This design comes from an exercise in tuning for small area and a short achievable clock period on the open sky130 flow, not from production work.
No functional check of the RTL was part of any run shown here.
Power and IR drop assume default switching activity. The flow treats the clock pin as an ideal source, which a real chip does not have.

==> flow/design.v, too long to show whole: its modules and the start of the top module <==
// module sg_nand2: 1 lines
// module sg_nand3: 1 lines
// module sg_nor2: 1 lines
// module sg_nor2b: 1 lines
// module sg_inv: 1 lines
// module sg_xor2: 1 lines
// module sg_xnor2: 1 lines
// module sg_aoi21: 1 lines
// module sg_oai21: 1 lines
// module add_out: 1124 lines
// module add_q: 836 lines
// module Scrambler: 72 lines
module Scrambler(
  input         clock,
  input         reset,
  input  [63:0] io_in,
  output [63:0] io_out
);
  // ...
==> flow/flow/run.sh <==
#!/bin/bash
# Layout flow: the standard flow (standard.sh, the ORFS make targets), run
# in two steps.  Synthesis is the standard one, unchanged.  The rest of the
# layout differs from the standard flow in two settings only:
#  - the port buffers that buffer_ports inserts are plain buffers (buf_2)
#    rather than the delay cell it would pick on its own, and
#  - the resizer may swap a cell for one of another footprint
#    (MATCH_CELL_FOOTPRINT=0; sky130hd's platform config sets it to 1).
# Each step's full output goes to its own log file in the work folder.
set -euo pipefail
bash standard.sh synth > run_synth.log 2>&1
bash standard.sh "BUFFER_PORTS_ARGS=-buffer_cell sky130_fd_sc_hd__buf_2" \
  MATCH_CELL_FOOTPRINT=0 finish > run_layout.log 2>&1
==> flow/standard.sh <==
#!/bin/bash
# synth_recipe.tcl (not shown) runs the flow's synth.tcl, then flattens the netlist and writes it again
# the make line also repeats each setting of config.mk as NAME=value (left out here)
make -C /OpenROAD-flow-scripts/flow DESIGN_CONFIG=/design/flow/config.mk WORK_HOME=/design/flow/orfs CLKGATE_MAP_FILE= SYNTH_SCRIPT=/design/flow/synth_recipe.tcl "${@:-finish}"
==> flow/config.mk <==
export PLATFORM = sky130hd
export DESIGN_NAME = Scrambler
export DESIGN_NICKNAME = Scrambler
export VERILOG_FILES = /design/flow/design.v
export SDC_FILE = /design/flow/constraint.sdc
export NUM_CORES = 4
export LEC_CHECK = 0
export CAP_MARGIN = 20
export CORE_MARGIN = 2
export CORE_UTILIZATION = 65
export CTS_CLUSTER_DIAMETER = 80
export CTS_CLUSTER_SIZE = 32
export SETUP_SLACK_MARGIN = 2.5
export SLEW_MARGIN = 20
export SYNTH_HIERARCHICAL = 1
export SYNTH_MINIMUM_KEEP_SIZE = 0
export TNS_END_PERCENT = 5
==> flow/constraint.sdc <==
create_clock -name core_clock -period 6.0 [get_ports {clock}]
set_input_delay 1.2000 -clock core_clock [delete_from_list [all_inputs] [get_ports {clock}]]
set_output_delay 1.2000 -clock core_clock [all_outputs]
set_load 0.01 [all_outputs]
==> reports/results.ini, run 1 <==
[finish]
multi_input_gates=1128
nonClkBufAreaFrac_pct=2.59
seq_share_pct=72.3
insertedDiodeCount=6
layout-drive-gt1-share_pct=18.4
num-nonclk-buffers=173

[sta]
skew_ps=28.9
fin_crit_ps=4330
setup_viol=0
holdWs_ps=322

[cts]
clk_path_buf_depth=3
htreeDepth=2

[status]
status=no timing/DRC/antenna violations

[yosys]
async_flop_share_pct=0
syn_nets=2726
yosys_warnings=7
synth_area_leaders=dfxtp_1, xor2_1, o21ai_1

[global_route]
grtUsageMet2_pct=32.9
antenna_found_initial=14
grtUsageMet3_pct=3.58

[route]
route.met3.wl_um=2080
routed-via-count=17200
wl_per_cell_um=16.0
top_layer_used=met5

[pwr]
power_leader=registers
p_seq_mw=10.7

[critical_path]
cpPeakStageDelay_ps=270
crit_path_cell_trace=buf_2, nand2_1, o21ai_4, a21oi_4, o21ai_4, a21oi_4, o21ai_4, inv_1, o21ai_1, xor2_1, buf_4, buf_2
reg2reg_from=p1[0]

[placement]
place_area_um2=38200
numPortBuffers=129

[min_path]
whs_endpoint=q4[48]

[floorplanning]
rows=86

==> inputs of run 2 (changes only) <==
==> flow/flow/run.sh (replaced) <==
#!/bin/bash
# Layout flow: the standard flow (standard.sh, the ORFS make targets), run
# in two steps.
#  - Synthesis is the standard one, with ABC told that each gate drives a
#    1 fF load (ABC_LOAD_IN_FF=1; sky130hd's default is 5).  The design's
#    adders are written as one-gate modules that synthesis maps one at a
#    time, and with the default load ABC maps each to a larger drive
#    strength (a21oi_2 for an and-or-invert gate) than most of them need;
#    the resizer later upsizes the gates that timing needs.  The registers
#    are the same as the standard synthesis's.
#  - The port buffers that buffer_ports inserts are plain buffers (buf_2)
#    rather than the delay cell it would pick on its own.
#  - The resizer may swap a cell for one of another footprint
#    (MATCH_CELL_FOOTPRINT=0; sky130hd's platform config sets it to 1).
# Each step's full output goes to its own log file in the work folder.
set -euo pipefail
bash standard.sh ABC_LOAD_IN_FF=1 synth > run_synth.log 2>&1
bash standard.sh "BUFFER_PORTS_ARGS=-buffer_cell sky130_fd_sc_hd__buf_2" \
  MATCH_CELL_FOOTPRINT=0 finish > run_layout.log 2>&1
==> run 2 against run 1 <==
  * First-iteration DRC count grew 85%
  * Count of clock-buffer cells in the layout grew 1
  * Combinational power grew 3%
  * Clock skew shrank 5.7 ps
  * Sequential share of layout area shrank 0.28 points
  * Power is essentially flat
  * Global-route usage grew 1.3 points
  * Hold slack gained 2.3 ps
  * Sequential power is essentially flat
  * Register-to-register slack lost 110 ps
  * Setup slack gained 23 ps
  * Critical path type unchanged
  * Largest cell class unchanged
==> reports/results.ini, run 2 <==
[sta]
fin_crit_ps=4310  ; was 4330 ps
drv_slew=0  ; unchanged
rsz0062_at_grt=yes  ; unchanged
timing.final.crit_share_pct=71.8  ; was 72.2%
worst_pin_slew_ps=1050  ; was 678 ps
relSlewSlack_pct=30.1  ; was 54.5%
fmax_ghz=0.232  ; was 0.231 GHz
finalHoldViolCount=0  ; unchanged
fin_tns_setup_ps=0  ; unchanged
skew_ps=23.2  ; was 28.9 ps
setup_viol=0  ; unchanged

[yosys]
synth.distinct_cells=20  ; was 17
synth_edf_count=0  ; unchanged
synth_common_cells=dfxtp_1, nor2_1, xor2_1  ; unchanged
synth_top_cell_by_area=dfxtp_1  ; unchanged
synth_area_um2=36200  ; was 36500 um^2
async_flop_share_pct=0  ; unchanged
synthDominantCellAreaShare_pct=81.8  ; was 81.0%
syn_nets=2726  ; unchanged
ys_ff_latch=1479  ; unchanged
netlist_instances=2658  ; unchanged
synth-main-ff-cell=dfxtp_1  ; unchanged
synth.most_common_cell=dfxtp_1  ; unchanged
yosysSeqAreaShare_pct=81.8  ; was 81.0%
synth_area_leaders=dfxtp_1, xor2_1, o21ai_1  ; unchanged
postSynthAreaPerCell_um2=13.6  ; was 13.8 um^2
yosys_warnings=7  ; unchanged

[cts]
htreeDepth=2  ; unchanged
insertion_delay_ps=640  ; about the same
cts_hold_buf=0  ; unchanged
cts_root_buf=clkbuf_16  ; unchanged
cts_made_buffers=52  ; unchanged
clkSlewWorstSetupHoldPaths_ps=110  ; about the same
clk_path_buf_depth=3  ; unchanged
cts_tree=done  ; unchanged
cts_sinks=1479  ; unchanged

[global_route]
grt_max_degree=36  ; was 47
grt_pass1_wl_um=93800  ; was 88100 um
antenna_found_initial=6  ; was 14
grt_pass1_vias=17700  ; was 17000
overflow=0  ; unchanged
track_usage_pct=21.3  ; was 20.0%

[critical_path]
setup.worst_path.start_class=primary input  ; unchanged
crit_fanout=3  ; was 4
end_kind=primary output  ; unchanged
required_ps=4800  ; about the same
crit_slowest_cell=xor2_1  ; was o21ai_4
criticalPathCategory=in -> out  ; unchanged
crit_path_cell_trace=buf_2, nor2_4, nor2_4, nand2_2, nor2_2, nand2_1, o21ai_4, buf_4, xor2_1, buf_2  ; was buf_2, nand2_1, o21ai_4, a21oi_4, o21ai_4, a21oi_4, o21ai_4, inv_1, o21ai_1, xor2_1, buf_4, buf_2
cpPeakStageDelay_ps=340  ; was 270 ps
crit_arrival_ps=3110  ; was 3130 ps

[pwr]
p_clk_share_pct=27.8  ; was 27.9%
combPwrFrac_pct=2.1  ; about the same
ir_drop_mv=0.347  ; was 0.352 mV
swShare_pct=19.9  ; was 19.7%
power_density_nw_per_um2=373  ; was 374 nW/um^2
p_leak_nw=17.1  ; about the same
pwr-share-seq_pct=70.1  ; was 70.0%
p_int_mw=12.3  ; about the same
p_switching_mw=3.05  ; was 3.02 mW

[route]
drt_iter0_drc=1072  ; was 578
wl_per_cell_um=17.0  ; was 16.0 um
finalWirelength_um=62000  ; was 58200 um
drc=0  ; unchanged
drt_first_pass_iters=5  ; was 4
antenna_left=0  ; unchanged
viasPerCell=4.83  ; was 4.75
routed-via-count=17600  ; was 17200

[placement]
routabilityCongestion=0.853  ; was 0.855
hpwl_um=40700  ; was 39400 um
numPortBuffers=129  ; unchanged
dpl.cell_count=3521  ; was 3523

[finish]
synthToLayoutAreaGrowth_pct=13.5  ; was 12.0%
layout_common_cells=dfxtp_1, xor2_1, nand2_1  ; unchanged
n_fill_cell=3581  ; was 3665
final_cells=3641  ; was 3626
layout-drive-gt1-share_pct=17.9  ; was 18.4%
final_nets=2953  ; was 2937
final_common_cell=dfxtp_1  ; unchanged

[run]
maxCapViolCount=0  ; unchanged

[floorplanning]
start_util_pct=65.7  ; was 66.1%
rows=86  ; unchanged
die_w_um=240  ; was 241 um
die_h_um=240  ; was 241 um
io_pins=130  ; unchanged
die_area_um2=57600  ; was 58100 um^2
core_area_um2=55100  ; was 55300 um^2

[min_path]
hold_class=reg -> reg  ; unchanged

[status]
status=no timing/DRC/antenna violations  ; unchanged

run 2: changes by cell type after synthesis, sizes merged:
cell and delta:
clkbuf +2, buf -2
run 2: cell type report:
cell class	count	area [um^2]	area share [%]
flip-flops and latches	1479	29600	72.1
inverters	35	139	0.338
well taps	748	936	2.28
multi-input cells	1128	7860	19.1
diodes	2	5.00	0.0122
repair buffers	189	1150	2.80
clock buffers	55	1330	3.25
clock inverters	5	51.3	0.125
run 2: power by group through the flow:
stage	registers [mW]	clock network, mW	logic [mW]
after global routing	10.8	4.71	0.350
final	10.7	4.26	0.323
after global placement	10.9	0	0.258
after floorplan	10.9	0	0.159
after CTS	10.8	4.39	0.301
after detailed placement	11.0	0	0.265
run 2: critical path, delay by kind of cell:
| family | cells | cell delay [ps] |
|---|---|---|
| xor+xnor | 1 | 340 |
| buf+inv | 3 | 500 |
| compound gates | 1 | 240 |
| simple gates | 5 | 830 |
run 2: repair_timing:
action | CTS | global route
setup buffers | 43 | 15
setup endpoints to repair | 75 | 82
pin swaps | 50 | 50
resized for setup | 224 | 114
run 2: worst paths after layout:
kind,cells after the start,startpoint,slack [ps],endpoint
worst max-delay path,10,io_in[25],1690,io_out[30]
worst min-delay path,0,q7[12],320,q8[12]
worst max register to register,13,p1[0],2020,q1[63]
worst min register to register,0,q7[12],320,q8[12]
run 2: routing by layer:
metal / vias to the layer above / global-route usage (%) / share of wire [%]
li1: 8785 / - / -
met4: 6 / 7.32 / 3.1
met5: - / 0 / 0.053
met2: 228 / 34.9 / 47
met1: 8456 / 29.1 / 47
met3: 106 / 3.34 / 3.2
run 2: Yosys stat by module (local to each module, per instance):
module     cells  flip-flops and latches
Scrambler   1644                    1479
add_out        1                       0
add_q          1                       0
sg_aoi21       1                       0
sg_inv         1                       0
sg_nand2       1                       0
sg_nor2        1                       0
sg_oai21       1                       0
sg_xnor2       1                       0
sg_xor2        1                       0
run 2: cell families after synthesis:
logic type / Yosys count / share of synthesized area [%]
fa+ha+maj: 2 / 0.0691
compound gates: 303 / 4.21
buf+inv: 51 / 0.850
flops: 1479 / 81.8
simple gates: 565 / 6.85
xor+xnor: 258 / 6.24
run 2: per-stage QoR:
step / worst slack, ps / utilization, % / total power [mW] / cell area [um^2] / hold WS, ps
3_5_place_dp: 1140 / 68.7 / 11.2 / 37800 / 312
6_report: 1690 / 74.6 / 15.3 / 41100 / 324
5_1_grt: 1610 / 74.6 / 15.9 / 41100 / 326
3_3_place_gp: 1180 / 68.7 / 11.2 / 37800 / 310
2_1_floorplan: 2290 / - / 11.0 / 36400 / 310
4_1_cts: 1750 / 73.4 / 15.4 / 40400 / 325
==> inputs of run 3 (changes only) <==
==> flow/flow/run.sh (replaced) <==
#!/bin/bash
# Layout flow: the standard flow (standard.sh, the ORFS make targets), run
# in two steps.  Synthesis is the standard one, unchanged.  The rest of the
# layout differs from the standard flow in these settings only:
#  - the pins are placed by flow/io.tcl (ORFS IO_CONSTRAINTS): io_in[i] and
#    io_out[i] side by side along the bottom edge in bit order, so that the
#    adder between them can be placed compactly;
#  - the port buffers that buffer_ports inserts are plain buffers (buf_2)
#    rather than the delay cell it would pick on its own;
#  - the resizer may swap a cell for one of another footprint
#    (MATCH_CELL_FOOTPRINT=0; sky130hd's platform config sets it to 1).
# Each step's full output goes to its own log file in the work folder.
set -euo pipefail
here=$(pwd)
bash standard.sh synth > run_synth.log 2>&1
bash standard.sh "IO_CONSTRAINTS=$here/flow/io.tcl" IO_PIN_STEP=2 \
  "BUFFER_PORTS_ARGS=-buffer_cell sky130_fd_sc_hd__buf_2" \
  MATCH_CELL_FOOTPRINT=0 finish > run_layout.log 2>&1
==> flow/flow/io.tcl (new file) <==
# Pin placement, sourced at the end of floorplanning (ORFS IO_CONSTRAINTS).
# io_in[i] and io_out[i] sit side by side along the bottom edge, in bit order
# (bit 0 at the left), so that the io_in -> io_out adder can be placed as a
# compact strip next to its pins.  clock and reset go on the left edge.
set die [ord::get_die_area]
set W [expr {[lindex $die 2] - [lindex $die 0]}]
set H [expr {[lindex $die 3] - [lindex $die 1]}]
set pitch 0.46
set offset 0.23
set step $::env(IO_PIN_STEP)
set n 128
set span [expr {($n - 1) * $step * $pitch}]
set k [expr {int((($W - $span) / 2.0 - $offset) / $pitch)}]
for {set i 0} {$i < 64} {incr i} {
  foreach p [list "io_in\[$i\]" "io_out\[$i\]"] {
    place_pin -pin_name $p -layer met2 \
      -location [list [expr {$offset + $k * $pitch}] 0.242] -force_to_die_boundary
    incr k $step
  }
}
# the left edge's horizontal pins use met3 on a 0.68 um pitch (offset 0.34)
set row [expr {int(($H / 2.0 - 0.34) / 0.68)}]
place_pin -pin_name clock -layer met3 \
  -location [list 0.4 [expr {0.34 + $row * 0.68}]] -force_to_die_boundary
place_pin -pin_name reset -layer met3 \
  -location [list 0.4 [expr {0.34 + ($row + 8) * 0.68}]] -force_to_die_boundary
==> run 3 against run 2 <==
  * Count of clock-buffer cells in the layout increased by 1
  * Sequential share of layout area fell by 1.3 points
  * Clock skew increased by 19 ps
  * Non-clock buffer count increased by 6
  * Flip-flop and latch count is the same
  * Via count increased by 0.38%
  * Die area up 0.94%
  * Hold slack got worse by 15 ps
  * Highest routed layer unchanged
==> reports/results.ini, run 3 <==
[status]
status=no timing/DRC/antenna violations  ; unchanged

[sta]
fin_tns_setup_ps=0  ; unchanged
timing.final.crit_share_pct=71.7  ; was 71.8%
setup_viol=0  ; unchanged
rsz0062_at_grt=yes  ; unchanged
fin_crit_ps=4300  ; was 4310 ps
drv_slew=0  ; unchanged
holdWs_ps=310  ; was 324 ps
fmax_ghz=0.233  ; was 0.232 GHz
relSlewSlack_pct=46.5  ; was 30.1%
skew_ps=42.4  ; was 23.2 ps
worst_pin_slew_ps=803  ; was 1050 ps
finalHoldViolCount=0  ; unchanged

[route]
drc=0  ; unchanged
drt_first_pass_iters=5  ; unchanged
finalWirelength_um=69900  ; was 62000 um
viasPerCell=4.83  ; about the same
drt_iter0_drc=705  ; was 1072
antenna_left=0  ; unchanged
wl_per_cell_um=19.1  ; was 17.0 um
routed-via-count=17600  ; about the same

[floorplanning]
core_area_um2=55300  ; was 55100 um^2
start_util_pct=66.1  ; was 65.7%
rows=86  ; unchanged
die_area_um2=58100  ; was 57600 um^2
io_pins=0  ; was 130
die_w_um=241  ; was 240 um
die_h_um=241  ; was 240 um

[critical_path]
required_ps=4800  ; about the same
crit_arrival_ps=3100  ; was 3110 ps
reg2reg_to=q1[63]  ; unchanged
crit_fanout=4  ; was 3
reg2reg_from=p1[0]  ; unchanged
setup.worst_path.start_class=primary input  ; unchanged
worstRegToRegCells=13  ; unchanged
reg2reg_slack_ps=1960  ; was 2020 ps
criticalPathCategory=in -> out  ; unchanged
end_kind=primary output  ; unchanged

[global_route]
grtUsageMet2_pct=43.7  ; was 34.9%
track_usage_pct=24.3  ; was 21.3%
antenna_found_initial=9  ; was 6
grt_pass1_wl_um=104000  ; was 93800 um
grt.busiest_layer=met2  ; unchanged
grt_pass1_vias=18100  ; was 17700
overflow=0  ; unchanged
grtUsageMet3_pct=3.41  ; was 3.34%
grt_max_degree=66  ; was 36
gr-usage-met1_pct=26.6  ; was 29.1%

[yosys]
synth_area_leaders=dfxtp_1, xor2_1, o21ai_1  ; unchanged
synth-main-ff-cell=dfxtp_1  ; unchanged
synth_area_um2=36500  ; was 36200 um^2
ys_ff_latch=1479  ; unchanged
yosys_warnings=7  ; unchanged
syn_nets=2726  ; unchanged
synthDominantCellAreaShare_pct=81.0  ; was 81.8%
synth_common_cells=dfxtp_1, nor2_1, xor2_1  ; unchanged
async_flop_share_pct=0  ; unchanged
synth.most_common_cell=dfxtp_1  ; unchanged
yosysSeqAreaShare_pct=81.0  ; was 81.8%
netlist_instances=2658  ; unchanged
synth_edf_count=0  ; unchanged
synth_top_cell_by_area=dfxtp_1  ; unchanged
postSynthAreaPerCell_um2=13.8  ; was 13.6 um^2
synth.distinct_cells=17  ; was 20

[placement]
hpwl_um=49100  ; was 40700 um
routabilityCongestion=0.947  ; was 0.853
place_area_um2=38200  ; was 37800 um^2
numPortBuffers=129  ; unchanged

[pwr]
p_leak_nw=17.4  ; was 17.1 nW
ir_drop_mv=0.346  ; was 0.347 mV
power_density_nw_per_um2=373  ; about the same

[min_path]
hold_class=reg -> reg  ; unchanged
hp-start=q15[27]  ; was q7[12]
hold_depth=0  ; unchanged
whs_endpoint=q16[27]  ; was q8[12]

[cts]
cts_made_buffers=55  ; was 52
clkSlewWorstSetupHoldPaths_ps=110  ; about the same
cts_tree=done  ; unchanged
htreeDepth=2  ; unchanged
clk_path_buf_depth=3  ; unchanged
cts_root_buf=clkbuf_16  ; unchanged
cts_sinks=1479  ; unchanged
insertion_delay_ps=650  ; was 640 ps

[finish]
final_nets=2962  ; was 2953
layout-drive-gt1-share_pct=20.7  ; was 17.9%
final_area_um2=41800  ; was 41100 um^2
layout_common_cells=dfxtp_1, xor2_1, nand2_1  ; unchanged
n_fill_cell=3423  ; was 3581
synthToLayoutAreaGrowth_pct=14.4  ; was 13.5%
final_common_cell=dfxtp_1  ; unchanged

[run]
maxCapViolCount=0  ; unchanged

run 3: changes by cell type after synthesis, moves of 5 or more:
cell and delta:
and2_0 -111, a21oi_2 +106, a21oi_1 -106, and2_1 +120, buf_4 +7, and2_2 -9, buf_8 -5
run 3: logic make-up after synthesis:
| kind of cell | share of synthesized area [%] |
|---|---|
| AO/OA/AOI/OAI | 5.26 |
| AND/OR/NAND/NOR | 6.75 |
| buffers and inverters | 0.726 |
| XOR/XNOR | 6.18 |
| adder cells (fa/ha/maj) | 0.0685 |
| flip-flops | 81.0 |
run 3: per-stage QoR:
| stage | std cells | power [mW] | setup WS [ps] | util [%] |
|---|---|---|---|---|
| after floorplan | 2658 | 11.0 | 2270 | - |
| after global placement | 3522 | 11.2 | 1120 | 69.1 |
| after detailed placement | 3522 | 11.3 | 1130 | 69.1 |
| after CTS | 3637 | 15.7 | 1730 | 74.6 |
| after global routing | 3652 | 16.1 | 1600 | 75.6 |
| final | 3653 | 15.6 | 1700 | 75.6 |
run 3: per-module statistics from Yosys, one instance, submodules excluded:
module / flops+latches / area [um^2] / cells inside
sg_inv: 0 / 3.75 / 1
sg_xnor2: 0 / 8.76 / 1
add_out: 0 / 7.51 / 1
sg_aoi21: 0 / 8.76 / 1
sg_xor2: 0 / 8.76 / 1
add_q: 0 / 7.51 / 1
Scrambler: 1479 / 30700 / 1644
sg_nor2: 0 / 3.75 / 1
sg_nand2: 0 / 3.75 / 1
sg_oai21: 0 / 5.00 / 1
run 3: final cells by class:
| class | instances | area [um^2] | area share (%) |
|---|---|---|---|
| flip-flops and latches | 1479 | 29600 | 70.8 |
| multi-input cells | 1128 | 8330 | 19.9 |
| clock buffers | 56 | 1400 | 3.35 |
| repair buffers | 195 | 1240 | 2.97 |
| well taps | 748 | 936 | 2.24 |
| clock inverters | 7 | 161 | 0.386 |
| inverters | 35 | 131 | 0.314 |
| diodes | 5 | 12.5 | 0.0299 |
run 3: how the worst max path moves through the flow:
| stage | startpoint | end | slack, ps |
|---|---|---|---|
| finish | io_in[0] | io_out[14] | 1700 |
| global route | io_in[14] | io_out[23] | 1600 |
| CTS | io_in[20] | io_out[45] | 1730 |
| detailed placement | io_in[0] | io_out[31] | 1130 |
| global placement | io_in[0] | io_out[33] | 1120 |
| floorplan | io_in[0] | io_out[63] | 2270 |
run 3: repair_timing:
item / CTS / global route
gates resized for setup: 223 / 114
setup buffers: 52 / 11
hold buffers: 0 / 0
endpoints found under the setup margin: 77 / 75
pin swaps: 70 / 61
cloned: 0 / 0
run 3: report_power, final:
part | internal (mW) | switching (mW) | total (mW)
Sequential | 10.5 | 0.218 | 10.8
Combinational | 0.131 | 0.229 | 0.361
Clock | 1.74 | 2.75 | 4.49
run 3: routing by layer:
| metal | wire length (um) | vias up |
|---|---|---|
| met1 | 27000 | 8430 |
| met4 | 5400 | 2 |
| met5 | 13 | - |
| met3 | 1990 | 170 |
| met2 | 35600 | 262 |
| li1 | - | 8784 |
run 3: critical path, cell delays in order:
cell and delay (ps):
buf_8 90, nand2_8 60, o21ai_4 250, inv_2 130, o21ai_4 250, a21oi_4 130
buf_4 160, xnor2_1 570, buf_2 250

[what the ideal ports hide]
The flow's constraints put no driver on any port. The routed layouts listed below were extracted and timed again, unchanged, in two steps. Step 1 sets driving cells, clkbuf_16 on the clock port and buf_2 on the other inputs (assumed; they add their load-dependent delay and slew). Step 2 moves the port delays by t, midway between the first and last clock arrival at a register: inputs arrive t later, outputs are due t later. That takes back most of the time a late clock gives input paths. a / b / c = ideal ports / drivers / drivers and shift; a / b = the first two.
run | shift t [ns] | setup slack, ns | clock arrival spread, ns | worst data-port slew with drivers (ns) | pins driven straight from the clock port
run 1 | 0.690 | 1.667 / 1.611 / 1.611 | 0.029 / 0.029 | 0.09 | 1
run 2 | 0.686 | 1.690 / 1.635 / 1.635 | 0.025 / 0.024 | 0.10 | 1
run 3 | 0.677 | 1.701 / 1.638 / 1.638 | 0.043 / 0.043 | 0.11 | 1
After both steps every run listed still meets setup and hold. The setup slack of run 3, which loses most, moves by -0.063 ns with the drivers and by -0.063 ns with both steps.
